Context: an optimization exercise on an open-source flow, tuned for small area. The choices shown serve that exercise and are no tape-out recipe. In this exercise RTL edits were held to simulation tests only and were not proved equivalent to the original. Power figures rest on the tool's default switching activity, not on a simulated workload.

## job 7166
==> flow/design.v <==
module counter (
    input  logic clk,
    input  logic rst_n,
    output logic tick
);
logic [5:0] u;
assign tick = (u == 6'd20);
always_ff @(posedge clk or negedge rst_n) begin
    if (!rst_n)
        u <= 6'd52;
    else
        u <= {u[4:0], u[5] ^ u[4] ^ tick};
end
endmodule
module fifo (
    input  logic       clk,
    input  logic       rst_n,
    input  logic       wr,
    input  logic [7:0] w_data,
    input  logic       rd,
    output logic [7:0] r_data,
    output logic       full,
    output logic       empty
);
logic [7:0] mem [0:15];
logic [4:0] p;
logic [3:0] hp;
logic       pend;
assign empty = p[4];
assign full  = ~p[4] & (&p[3:0]);
wire push = wr & ~full;
wire pop  = rd & ~empty;
wire ins  = pend & (hp == 4'(-p[3:0]));
always_ff @(posedge clk) begin
    for (int j = 0; j < 15; j++)
        mem[j] <= mem[j+1];
    mem[15] <= ins ? w_data : mem[0];
end
always_ff @(posedge clk or negedge rst_n) begin
    if (!rst_n) begin
        p    <= 5'b11111;
        hp   <= 4'd0;
        pend <= 1'b0;
    end else begin
        if (push & ~pop)
            p <= p + 5'd1;
        else if (pop & ~push)
            p <= p - 5'd1;
        hp <= hp - {3'b000, ~pop};
        if (push)
            pend <= 1'b1;
        else if (ins)
            pend <= 1'b0;
    end
end
wire        selb = pend & (p == 5'd0);
logic [15:0] sel;
always_comb
    for (int i = 0; i < 16; i++)
        sel[i] = ~selb & (hp == 4'(i));
for (genvar j = 0; j < 8; j++) begin : g_col
    logic [15:0] d;
    for (genvar i = 0; i < 16; i++) begin : g_bit
        assign d[i] = mem[i][j];
    end
    rd_col u_col (.sel(sel), .d(d), .selb(selb), .b(w_data[j]), .y(r_data[j]));
end
endmodule
module fifo_tx (
    input  logic       clk,
    input  logic       rst_n,
    input  logic       wr,
    input  logic [7:0] w_data,
    input  logic       rd,
    input  logic       clr_head,
    output logic [7:0] q0,
    output logic       at_x,
    output logic       full,
    output logic       empty
);
logic [7:0] st [0:15];
logic [7:0] d  [0:15];
logic [4:0] p;
logic [3:0] hp, tp;
logic       init;
logic [7:0] wd;
logic       dpush;
assign empty = p[4];
assign full  = ~p[4] & (&p[3:0]);
assign at_x  = (hp == 4'd15);
assign q0    = st[0];
wire push = wr & ~full;
wire pop  = rd;
wire clr  = init | (clr_head & (hp == 4'd0));
wire       ins_en = (push & ~tp[0]) | dpush;
wire [7:0] src    = dpush ? wd : w_data;
wire [7:0] src_n  = ~src;
logic [7:0] ins;
always_comb
    for (int m = 0; m < 8; m++)
        ins[m] = ins_en & (tp[3:1] == 3'(m));
for (genvar k = 0; k < 8; k++) begin : g_x
    oai22 u (.a1(st[1][k]), .a2(clr), .b1(~ins[0]), .b2(src_n[k]), .y(d[0][k]));
end
for (genvar j = 1; j < 16; j++) begin : g_pos
    if (j % 2 == 1) begin : g_wire
        assign d[j] = st[(j+1)%16];
    end else if (j % 4 == 2) begin : g_inv
        for (genvar k = 0; k < 8; k++) begin : g_bit
            aoi21 u (.a1(ins[j/2]), .a2(src[k]), .b1(st[j+1][k]), .y(d[j][k]));
        end
    end else begin : g_true
        for (genvar k = 0; k < 8; k++) begin : g_bit
            oai21 u (.a1(~ins[j/2]), .a2(src_n[k]), .b1(st[j+1][k]), .y(d[j][k]));
        end
    end
end
always_ff @(posedge clk) begin
    for (int j = 0; j < 16; j++)
        st[j] <= d[j];
    wd <= w_data;
end
always_ff @(posedge clk or negedge rst_n) begin
    if (!rst_n) begin
        p     <= 5'b11111;
        hp    <= 4'd0;
        tp    <= 4'd0;
        init  <= 1'b1;
        dpush <= 1'b0;
    end else begin
        if (push & ~pop)
            p <= p + 5'd1;
        else if (pop & ~push)
            p <= p - 5'd1;
        hp    <= hp - {3'b000, ~pop};
        tp    <= tp - {3'b000, ~push};
        dpush <= push & tp[0];
        if (hp == 4'd1)
            init <= 1'b0;
    end
end
endmodule
module aoi21 (
    input  logic a1, a2, b1,
    output logic y
);
assign y = ~((a1 & a2) | b1);
endmodule
module oai21 (
    input  logic a1, a2, b1,
    output logic y
);
assign y = ~((a1 | a2) & b1);
endmodule
module oai22 (
    input  logic a1, a2, b1, b2,
    output logic y
);
assign y = ~((a1 | a2) & (b1 | b2));
endmodule
module rd_col (
    input  logic [15:0] sel,
    input  logic [15:0] d,
    input  logic        selb,
    input  logic        b,
    output logic        y
);
logic [5:0] t;
for (genvar g = 0; g < 5; g++) begin : g_aoi
    aoi222 u (.a0(sel[3*g]),   .b0(d[3*g]),
              .a1(sel[3*g+1]), .b1(d[3*g+1]),
              .a2(sel[3*g+2]), .b2(d[3*g+2]), .y(t[g]));
end
assign t[5] = ~((sel[15] & d[15]) | (selb & b));
assign y = ~&t;
endmodule
module aoi222 (
    input  logic a0, b0, a1, b1, a2, b2,
    output logic y
);
assign y = ~((a0 & b0) | (a1 & b1) | (a2 & b2));
endmodule
module uart_rx (
    input  logic       clk,
    input  logic       rst_n,
    input  logic       rx,
    input  logic       s_tick,
    output logic       rx_done_tick,
    output logic [7:0] dout
);
localparam logic [1:0] IDLE = 2'b00, START = 2'b01, DATA = 2'b11, STOP = 2'b10;
logic [1:0] state;
logic [3:0] s;
logic [7:0] b;
wire last = s_tick & (&s);
always_ff @(posedge clk or negedge rst_n) begin
    if (!rst_n)
        state <= IDLE;
    else case (state)
        IDLE:  if (~rx) state <= START;
        START: if (last) state <= DATA;
        DATA:  if (last & b[0]) state <= STOP;
        STOP:  if (last) state <= IDLE;
    endcase
end
always_ff @(posedge clk) begin
    if (state == IDLE)
        s <= 4'd8;
    else
        s <= s + {3'd0, s_tick};
end
always_ff @(posedge clk) begin
    if (state == START && last)
        b <= 8'h80;
    else if (state == DATA && last)
        b <= {rx, b[7:1]};
end
assign rx_done_tick = (state == STOP) & last;
assign dout = b;
endmodule
module uart_tx (
    input  logic       clk,
    input  logic       rst_n,
    input  logic       tx_start,
    input  logic       s_tick,
    input  logic [7:0] din,
    input  logic       at_x,
    output logic       stop,
    output logic       tx_done_tick,
    output logic       tx
);
localparam logic [1:0] IDLE = 2'b00, START = 2'b01, DATA = 2'b11, STOP = 2'b10;
logic [1:0] state;
logic [6:0] ns;    
wire last = s_tick & (&ns[3:0]);
always_ff @(posedge clk or negedge rst_n) begin
    if (!rst_n)
        state <= IDLE;
    else case (state)
        IDLE:  if (tx_start) state <= START;
        START: if (last) state <= DATA;
        DATA:  if (last & (ns[6:4] == 3'd0)) state <= STOP;
        STOP:  if (last) state <= IDLE;
    endcase
end
always_ff @(posedge clk) begin
    if (state == IDLE)
        ns <= 7'd0;
    else if (s_tick)
        ns <= ns + 7'd1;
end
logic nb, txd;
always_ff @(posedge clk) begin
    if (at_x)
        nb <= din[ns[6:4]];
    if (last)
        txd <= nb;
end
always_comb begin
    case (state)
        START:   tx = 1'b0;
        DATA:    tx = txd;
        default: tx = 1'b1;
    endcase
end
assign stop = (state == STOP);
assign tx_done_tick = (state == STOP) & last;
endmodule
module uart_module #(
    parameter int BIT_TICKS = 54
)(
    input logic clk,
    input logic rst_n,
    input logic rx,
    input logic rd_uart,
    input logic [7:0] w_data,
    input logic wr_uart,
    output logic tx,
    output logic [7:0] r_data,
    output logic rx_empty,
    output logic tx_full
);
logic s_tick;
logic [7:0] dout;
logic rx_done_tick;
logic tx_done_tick;
logic [7:0] din;
logic tx_fifo_empty;
logic at_x;
logic tx_stop;
counter u_baud_rate_generator (
    .clk(clk),
    .rst_n(rst_n),
    .tick(s_tick)
);
uart_rx u_reciever (
    .clk(clk),
    .rst_n(rst_n),
    .rx(rx),
    .s_tick(s_tick),
    .dout(dout),
    .rx_done_tick(rx_done_tick)
);
fifo u_reciever_fifo (
    .clk(clk),
    .rst_n(rst_n),
    .w_data(dout),
    .wr(rx_done_tick),
    .r_data(r_data),
    .rd(rd_uart),
    .empty(rx_empty),
    .full()
);
uart_tx u_tranciever (
    .clk(clk),
    .rst_n(rst_n),
    .tx(tx),
    .din(din),
    .at_x(at_x),
    .stop(tx_stop),
    .s_tick(s_tick),
    .tx_done_tick(tx_done_tick),
    .tx_start(!tx_fifo_empty)
);
fifo_tx u_tranciever_fifo (
    .clk(clk),
    .rst_n(rst_n),
    .w_data(w_data),
    .wr(wr_uart),
    .rd(tx_done_tick),
    .clr_head(tx_stop),
    .q0(din),
    .at_x(at_x),
    .empty(tx_fifo_empty),
    .full(tx_full)
);
endmodule
==> flow/config.mk <==
export PLATFORM = sky130hd
export DESIGN_NAME = uart_module
export DESIGN_NICKNAME = uart_module
export VERILOG_FILES = /design/flow/design.v
export SDC_FILE = /design/flow/constraint.sdc
export NUM_CORES = 4
export LEC_CHECK = 0
export CAP_MARGIN = 20
export CORE_MARGIN = 2
export CORE_UTILIZATION = 70
export SLEW_MARGIN = 20
export SYNTH_HIERARCHICAL = 1
==> flow/constraint.sdc <==
create_clock -name core_clock -period 10.0 [get_ports {clk}]
set_input_delay 2.0000 -clock core_clock [delete_from_list [all_inputs] [get_ports {clk}]]
set_output_delay 2.0000 -clock core_clock [all_outputs]
set_load 0.01 [all_outputs]
standard.sh (not shown) runs the stock make flow with config.mk's settings and CLKGATE_MAP_FILE= SYNTH_SCRIPT=/design/flow/synth_recipe.tcl, a recipe that flattens the netlist after the stock synthesis.
==> flow/flow/run.sh <==
#!/bin/bash
# Standard layout with three changes: after floorplan every cell gets the
# smallest size of its family (flow/downsize.tcl); port buffers are buf_1;
# the clock tree is built from clkbuf_4 with larger sink clusters and no
# dummy loads.
set -euo pipefail
export POST_FLOORPLAN_TCL="$PWD/flow/downsize.tcl"
export BUFFER_PORTS_ARGS="-buffer_cell sky130_fd_sc_hd__buf_1"
export CTS_ARGS="-sink_clustering_enable -repair_clock_nets -dont_use_dummy_load -buf_list sky130_fd_sc_hd__clkbuf_4 -root_buf sky130_fd_sc_hd__clkbuf_1 -tree_buf sky130_fd_sc_hd__clkbuf_1 -sink_clustering_size 12 -sink_clustering_max_diameter 40"
bash standard.sh > standard_flow.log 2>&1
==> flow/flow/downsize.tcl <==
set db [ord::get_db]
set block [ord::get_db_block]
set dont_use {}
if { [info exists ::env(DONT_USE_CELLS)] } {
  set dont_use $::env(DONT_USE_CELLS)
}
array set fam {}
foreach lib [$db getLibs] {
  foreach m [$lib getMasters] {
    set n [$m getName]
    if { [regexp {^(sky130_fd_sc_hd__[a-z0-9]+)_([0-9]+)$} $n -> base sz] } {
      if { [lsearch -exact $dont_use $n] < 0 } {
        lappend fam($base) $m
      }
    }
  }
}
set swapped 0
set saved 0
foreach inst [$block getInsts] {
  set m [$inst getMaster]
  set n [$m getName]
  if { ![regexp {^(sky130_fd_sc_hd__[a-z0-9]+)_([0-9]+)$} $n -> base sz] } {
    continue
  }
  if { ![info exists fam($base)] } {
    continue
  }
  set best $m
  set bw [$m getWidth]
  foreach c $fam($base) {
    if { [$c getWidth] < $bw } {
      set best $c
      set bw [$c getWidth]
    }
  }
  if { $best ne $m } {
    set saved [expr { $saved + [$m getWidth] - $bw }]
    $inst swapMaster $best
    incr swapped
  }
}
puts "downsize: swapped $swapped cells, saved width [expr { $saved / 1000.0 }] um"
Job 7166: done, clean on timing, DRC and antenna
### job 7166 -> job 931
Settings: a change of CORE_UTILIZATION from 70 to 75.
-- flow/flow/run.sh --
<<< job 7166, line 9
export CTS_ARGS="-sink_clustering_enable -repair_clock_nets -dont_use_dummy_load -buf_list sky130_fd_sc_hd__clkbuf_4 -root_buf sky130_fd_sc_hd__clkbuf_1 -tree_buf sky130_fd_sc_hd__clkbuf_1 -sink_clustering_size 12 -sink_clustering_max_diameter 40"
>>> job 931, line 9
export CTS_ARGS="-sink_clustering_enable -repair_clock_nets -dont_use_dummy_load -buf_list sky130_fd_sc_hd__clkbuf_4 -root_buf sky130_fd_sc_hd__clkbuf_2 -tree_buf sky130_fd_sc_hd__clkbuf_2 -sink_clustering_size 12 -sink_clustering_max_diameter 40"
==> notes.md <==
- ~same area growth from synthesis to final layout in job 7166 and job 931
- Job 931 vs job 7166: via count of the first global-routing pass down by a few percent
- Taking job 7166 as the reference point, the x dimension of the die of job 931 falls by 3.3%.
- Job 931: final cell count 4 below job 7166
- On job 931: total chip power is about 0.65% higher than what job 7166 gave.
- Compared job 7166 against job 931; buffer share of cell area within noise.
Relative to job 931, the following input files were edited for job 1420:
Settings: CORE_UTILIZATION changed from 75 to 70.
-- flow/flow/run.sh --
<<< job 931, line 9
export CTS_ARGS="-sink_clustering_enable -repair_clock_nets -dont_use_dummy_load -buf_list sky130_fd_sc_hd__clkbuf_4 -root_buf sky130_fd_sc_hd__clkbuf_2 -tree_buf sky130_fd_sc_hd__clkbuf_2 -sink_clustering_size 12 -sink_clustering_max_diameter 40"
>>> job 1420, line 9
export CTS_ARGS="-sink_clustering_enable -repair_clock_nets -dont_use_dummy_load -buf_list sky130_fd_sc_hd__clkbuf_4 -root_buf sky130_fd_sc_hd__clkbuf_2 -tree_buf sky130_fd_sc_hd__clkbuf_2 -sink_clustering_size 12 -sink_clustering_max_diameter 45"
==> notes.md <==
- Between job 931 and job 1420, the difference in cell area is negligible.
- Net total in the final layout delta (job 931 -> job 1420): insignificant
- Job 931 consumes more power than job 1420.
- Diff job 931 and job 1420: met2 capacity usage during global routing higher in job 931
- From job 931 to job 1420 the numbers moved as follows: die extent in x rose about 3.4%, total routed wirelength +0.99%, clock network power share shows a reduction of 0.7 points, routed wire length on met3 dropped 96 um.
- As far as area growth from synthesis to layout is concerned, job 1420 and job 931 perform about the same.
- Summary: with job 931 as the reference, highest clock frequency the design can meet in job 1420 moved up by a few percent.
- Sort job 931 and job 1420 by worst setup slack after layout desc -> top: job 1420

==> separate check: timing with driven ports <==
How much do the figures lean on ideal ports? The routed layouts below were timed once more, with nothing changed but the port constraints. Step 1 assumes that a clkbuf_16 drives the clock port and a buf_2 every other input. Step 2 adds t to the input delays and takes it off the output delays; t is the mean of the earliest and latest rising clock arrival at the registers after step 1. Input paths then give back, and output paths get back, about the clock's delay inside the block. a / b / c = no drivers / after step 1 / after step 2; a / b = the first two.
| run | t (ns) | setup WS [ns] | worst setup path at the end |
|---|---|---|---|
| job 7166 | 1.066 | 4.197 / 4.163 / 5.229 | register to output |
| job 931 | 0.768 | 4.307 / 4.273 / 5.041 | register to output |
| job 1420 | 0.756 | 4.423 / 4.387 / 5.144 | register to output |
After both steps every run listed still meets setup and hold.
